Source: an optimization exercise on an open RTL-to-GDS flow (aim: small area). Production flows keep margins and buffers that such runs may drop.
Where RTL was checked, it was by simulation tests only, not by an equivalence proof against the original.
No activity file was given, so power comes from the tool's default toggle rates.

==> flow/design.v <==
module lottery(
	input clk,
	input [4:0] W1, W2, W3, W4, N_in,
	input reset, scan,
	output SYSRDY, winner, not_a_win, RD_ERR,
	output [2:0] Eur100,
	output [3:0] Eur010, Eur001
);
	assign RD_ERR = err;
	assign SYSRDY = (W1 != 0) && (W2 != 0) && (W3 != 0) && (W4 != 0) &&
	                (W1 != W2) && (W1 != W3) && (W1 != W4) &&
	                (W2 != W3) && (W2 != W4) && (W3 != W4);
	reg [4:0] b1, b2, b3;    
	reg [2:0] line;          
	reg [1:0] n;             
	reg [1:0] h;             
	reg err, f;              
	reg [2:0] sh;            
	reg [3:0] st;            
	reg [2:0] sq;            
	reg sr;                  
	wire rd   = scan && SYSRDY && (N_in != 0);
	wire dup1 = (N_in == b1);
	wire dup2 = (N_in == b2);
	wire dup3 = (N_in == b3);
	wire dup  = (n[1] | n[0]) & dup1 | n[1] & dup2 | n[1] & n[0] & dup3;
	wire take = rd && (line != 0) && !dup;             
	wire hit  = (N_in == W1) || (N_in == W2) || (N_in == W3) || (N_in == W4);
	wire [2:0] hn = (n == 0) ? {2'b0, hit} : {1'b0, h} + {2'b0, hit};
	wire add  = take && (n == 3) && !f;                
	wire p1   = add && (hn == 1);                      
	wire p5   = add && (hn >= 2);                      
	wire p20  = add && (hn >= 3);                      
	wire p100 = add && hn[2];                          
	wire       qw = p1 & sq[2];                        
	wire [2:0] qn = p1 ? {sq[1] & sq[0], sq[1] ^ sq[0], ~sq[0] & ~sq[2]} : sq;
	wire       rt = p5 | qw;                           
	wire       uc = sr & rt;                           
	wire [2:0] k  = st[3:1];
	wire       ke = uc & st[0];                        
	wire       k1 = p20 ^ ke;                          
	wire       k2 = p20 & ke;                          
	wire [2:0] kp1 = {k[1] & k[0], k[1] ^ k[0], ~k[0] & ~k[2]};
	wire [2:0] kp2 = {k[1] & ~k[0], ~k[1] & ~k[2], (k[0] & ~k[1]) | k[2]};
	wire [2:0] kn = k2 ? kp2 : k1 ? kp1 : k;
	wire       tc = k2 ? (k[2] | (k[1] & k[0])) : k1 & k[2];
	wire [3:0] tn = {kn, st[0] ^ uc};
	wire [2:0] hs = sh + p100 + tc;
	always @(posedge clk or negedge reset) begin
		if (!reset) begin
			line <= 0;
			n <= 0;
			err <= 0;
			f <= 0;
		end
		else if (scan && SYSRDY) begin
			if (N_in == 0)
				err <= 1;
			else if (line == 0) begin
				if (N_in > 6)
					err <= 1;
				else begin
					line <= N_in[2:0];
					err <= 0;
				end
			end
			else if (dup)
				err <= 1;
			else begin
				n <= n + 1;
				if (n != 0)
					err <= 0;
				if (n == 3) begin
					line <= {line[2] & (line[1] | line[0]), line[1] ~^ line[0], ~line[0]};
					if (!line[2] && !line[1])
						f <= 1;
				end
			end
		end
	end
	always @(posedge clk) begin
		if (take) begin
			b1 <= N_in;
			b2 <= b1;
			b3 <= b2;
			h <= (n == 0) ? {1'b0, hit} : {h[1] | (h[0] & hit), h[0] ^ hit};
		end
	end
	wire clr = rd && (line == 0) && !f;
	reg [2:0] shi, sqi;
	reg [3:0] sti;
	reg sri;
	always @(*) begin
		sh = ~shi;
		st = ~sti;
		sq = ~sqi;
		sr = ~sri;
	end
	always @(posedge clk) begin
		if (clr) begin
			shi <= 3'b111;
			sti <= 4'b1111;
			sqi <= 3'b111;
			sri <= 1'b1;
		end
		else begin
			shi <= ~hs;
			sti <= ~tn;
			sqi <= ~qn;
			sri <= ~(sr ^ rt);
		end
	end
	wire [3:0] su = sr ? {sq[2] | (sq[1] & sq[0]), ~sq[2] & ~(sq[1] & sq[0]), sq[0] ^ sq[1], ~sq[0]} : {1'b0, sq};
	wire nz = (sh != 0) || (st != 0) || (sq != 0) || sr;
	assign winner    = f & nz;
	assign not_a_win = f & !nz;
	assign Eur100 = f ? sh : 3'd0;
	assign Eur010 = f ? st : 4'd0;
	assign Eur001 = f ? su : 4'd0;
endmodule
export LEC_CHECK = 0
export CAP_MARGIN = 0
export CORE_MARGIN = 2
export CORE_UTILIZATION = 40
export GPL_TIMING_DRIVEN = 0
export PLACE_DENSITY = 0.6
export SLEW_MARGIN = 0
create_clock -name core_clock -period 15.0 [get_ports {clk}]
standard.sh (not shown) runs the stock make flow with config.mk's settings and CLKGATE_MAP_FILE= SYNTH_SCRIPT=/design/flow/synth_recipe.tcl, a recipe that flattens the netlist after the stock synthesis.
==> flow/flow/run.sh <==
#!/bin/bash
# The standard synthesis, its combinational logic mapped again for area by ABC
# (flip-flops untouched), then the standard layout with the smallest buffer on
# every input and output port and a small clock tree.
# ABC runs with sixteen seeds; the four smallest netlists are each taken through
# placement, clock tree and global routing in a trial folder (the repairs there
# can add buffers), and the one with the smallest cell area is laid out.
# Each tool's output goes to a log file here or in the trial folders.
set -euo pipefail
R=orfs/results/$FLOW_PLATFORM/lottery/base
export LIB=$FLOW_HOME/platforms/$FLOW_PLATFORM/lib/sky130_fd_sc_hd__tt_025C_1v80.lib
CTS="-sink_clustering_enable -repair_clock_nets -dont_use_dummy_load -buf_list sky130_fd_sc_hd__clkbuf_4 -sink_clustering_size 35 -sink_clustering_max_diameter 500"
BUFS="-buffer_cell sky130_fd_sc_hd__buf_1"

bash standard.sh synth > make_synth.log 2>&1
cp $R/1_2_yosys.v standard_synth.v
python3 flow/mkmodels.py $LIB models.v > mkmodels.log 2>&1
export ABC_DONT_USE="$(for c in $(sed -n '/^export DONT_USE_CELLS/,/^$/p' $FLOW_HOME/platforms/$FLOW_PLATFORM/config.mk | grep -o 'sky130_fd_sc_hd__[a-z0-9_]*'); do printf -- '-dont_use %s ' $c; done)"
for batch in "1 2 3 4" "5 6 7 8" "9 10 11 12" "13 14 15 16"; do
  for s in $batch; do
    printf 'strash\n&get -n\n&deepsyn -T 20 -S %s\n&put\ndch -f\namap\ntopo\n' $s > resynth_$s.abc
    ABC_SCRIPT=resynth_$s.abc NETLIST_IN=standard_synth.v NETLIST_OUT=resynth_$s.v yosys -c flow/resynth.tcl > yosys_resynth_$s.log 2>&1 &
  done
  wait || true
done
for s in $(seq 1 16); do
  a=$(grep -o "Chip area for module '.lottery': [0-9.]*" yosys_resynth_$s.log | awk '{print $NF}' || true)
  [[ -n "$a" && -s resynth_$s.v ]] && echo "$a $s"
done | sort -n -k1,1 -u | head -4 > resynth_top.txt

# trial layouts up to global routing, in folders of their own
for s in $(awk '{print $2}' resynth_top.txt); do
  (
    T=$PWD/trial_$s
    mkdir -p $T
    sed -e "s#WORK_HOME=[^ ]*#WORK_HOME=$T/orfs#" -e '/^if \[\[/,$d' standard.sh > $T/trial.sh
    TR=$T/orfs/results/$FLOW_PLATFORM/lottery/base
    bash $T/trial.sh synth > $T/make_synth.log 2>&1
    cp resynth_$s.v $TR/1_2_yosys.v
    rm -f $TR/1_synth.odb $TR/1_synth.sdc
    bash $T/trial.sh BUFFER_PORTS_ARGS="$BUFS" CTS_ARGS="$CTS" grt > $T/make_grt.log 2>&1
    printf 'read_db %s\nreport_design_area\n' $TR/5_1_grt.odb > $T/area.tcl
    openroad -no_init -exit $T/area.tcl > $T/area.log 2>&1
  ) &
done
wait || true
best=$(for s in $(awk '{print $2}' resynth_top.txt); do
  a=$(grep -o "Design area [0-9.]*" trial_$s/area.log | awk '{print $3}' || true)
  [[ -n "$a" ]] && echo "$a $s"
done | sort -n | head -1 | awk '{print $2}')
[[ -n "$best" ]] || best=$(head -1 resynth_top.txt | awk '{print $2}')
{ echo "kept ABC run $best"; cat resynth_top.txt; grep -H "Design area" trial_*/area.log || true; } > resynth_choice.log

cp resynth_$best.v $R/1_2_yosys.v
rm -f $R/1_synth.odb $R/1_synth.sdc
bash standard.sh BUFFER_PORTS_ARGS="$BUFS" CTS_ARGS="$CTS" finish > make_finish.log 2>&1
Other scripts of this flow, unchanged in this note and not shown: flow/flow/mkmodels.py, flow/flow/resynth.tcl
Next try:
--- a/flow/design.v
+++ b/flow/design.v
@@ -69,23 +69,23 @@
 			else begin
 				n <= n + 1;
 				if (n != 0)
 					err <= 0;
 				if (n == 3) begin
-					line <= {line[2] & (line[1] | line[0]), line[1] ~^ line[0], ~line[0]};
-					if (!line[2] && !line[1])
+					line <= line - 1;
+					if (line == 1)
 						f <= 1;
 				end
 			end
 		end
 	end
 	always @(posedge clk) begin
 		if (take) begin
 			b1 <= N_in;
 			b2 <= b1;
 			b3 <= b2;
-			h <= (n == 0) ? {1'b0, hit} : {h[1] | (h[0] & hit), h[0] ^ hit};
+			h <= hn[1:0];
 		end
 	end
 	wire clr = rd && (line == 0) && !f;
 	reg [2:0] shi, sqi;
 	reg [3:0] sti;
The new run passed the timing, design-rule and antenna checks.
Power hardly moves.
Clock-buffer cell count stays the same.
First-iteration DRC count goes up by 51%.
Die area goes up by 0.60%.
Sequential power stays flat.
Wire length goes down by 3.4%.
Only the layout flow was run in the first run of this note; the RTL was not checked for function there.

## static timing again, ports no longer ideal
In the flow no input, the clock included, has a driving cell. The finished layouts below were timed again as built, in two steps.
Step 1 assumes that a clkbuf_16 drives the clock port and a buf_2 every other input.
Step 2 also shifts input and output timing later by t, the mid clock arrival at the registers, as if the neighbouring blocks saw the same clock.
a / b / c = ideal / step 1 / step 2; a / b = the first two.
run | t (ns) | setup slack, ns | worst setup path at the end | latest minus earliest clock arrival (ns) | pins driven straight from the clock port
the first run | 0.353 | 6.698 / 6.699 / 6.346 | input to register | 0.026 / 0.026 | 1
the second run | 0.339 | 6.461 / 6.439 / 6.169 | input to register | 0.036 / 0.037 | 1
After both steps every run listed still meets setup and hold. The setup slack of the first run, which loses most, moves by +0.001 ns with the drivers and by -0.352 ns with both steps.
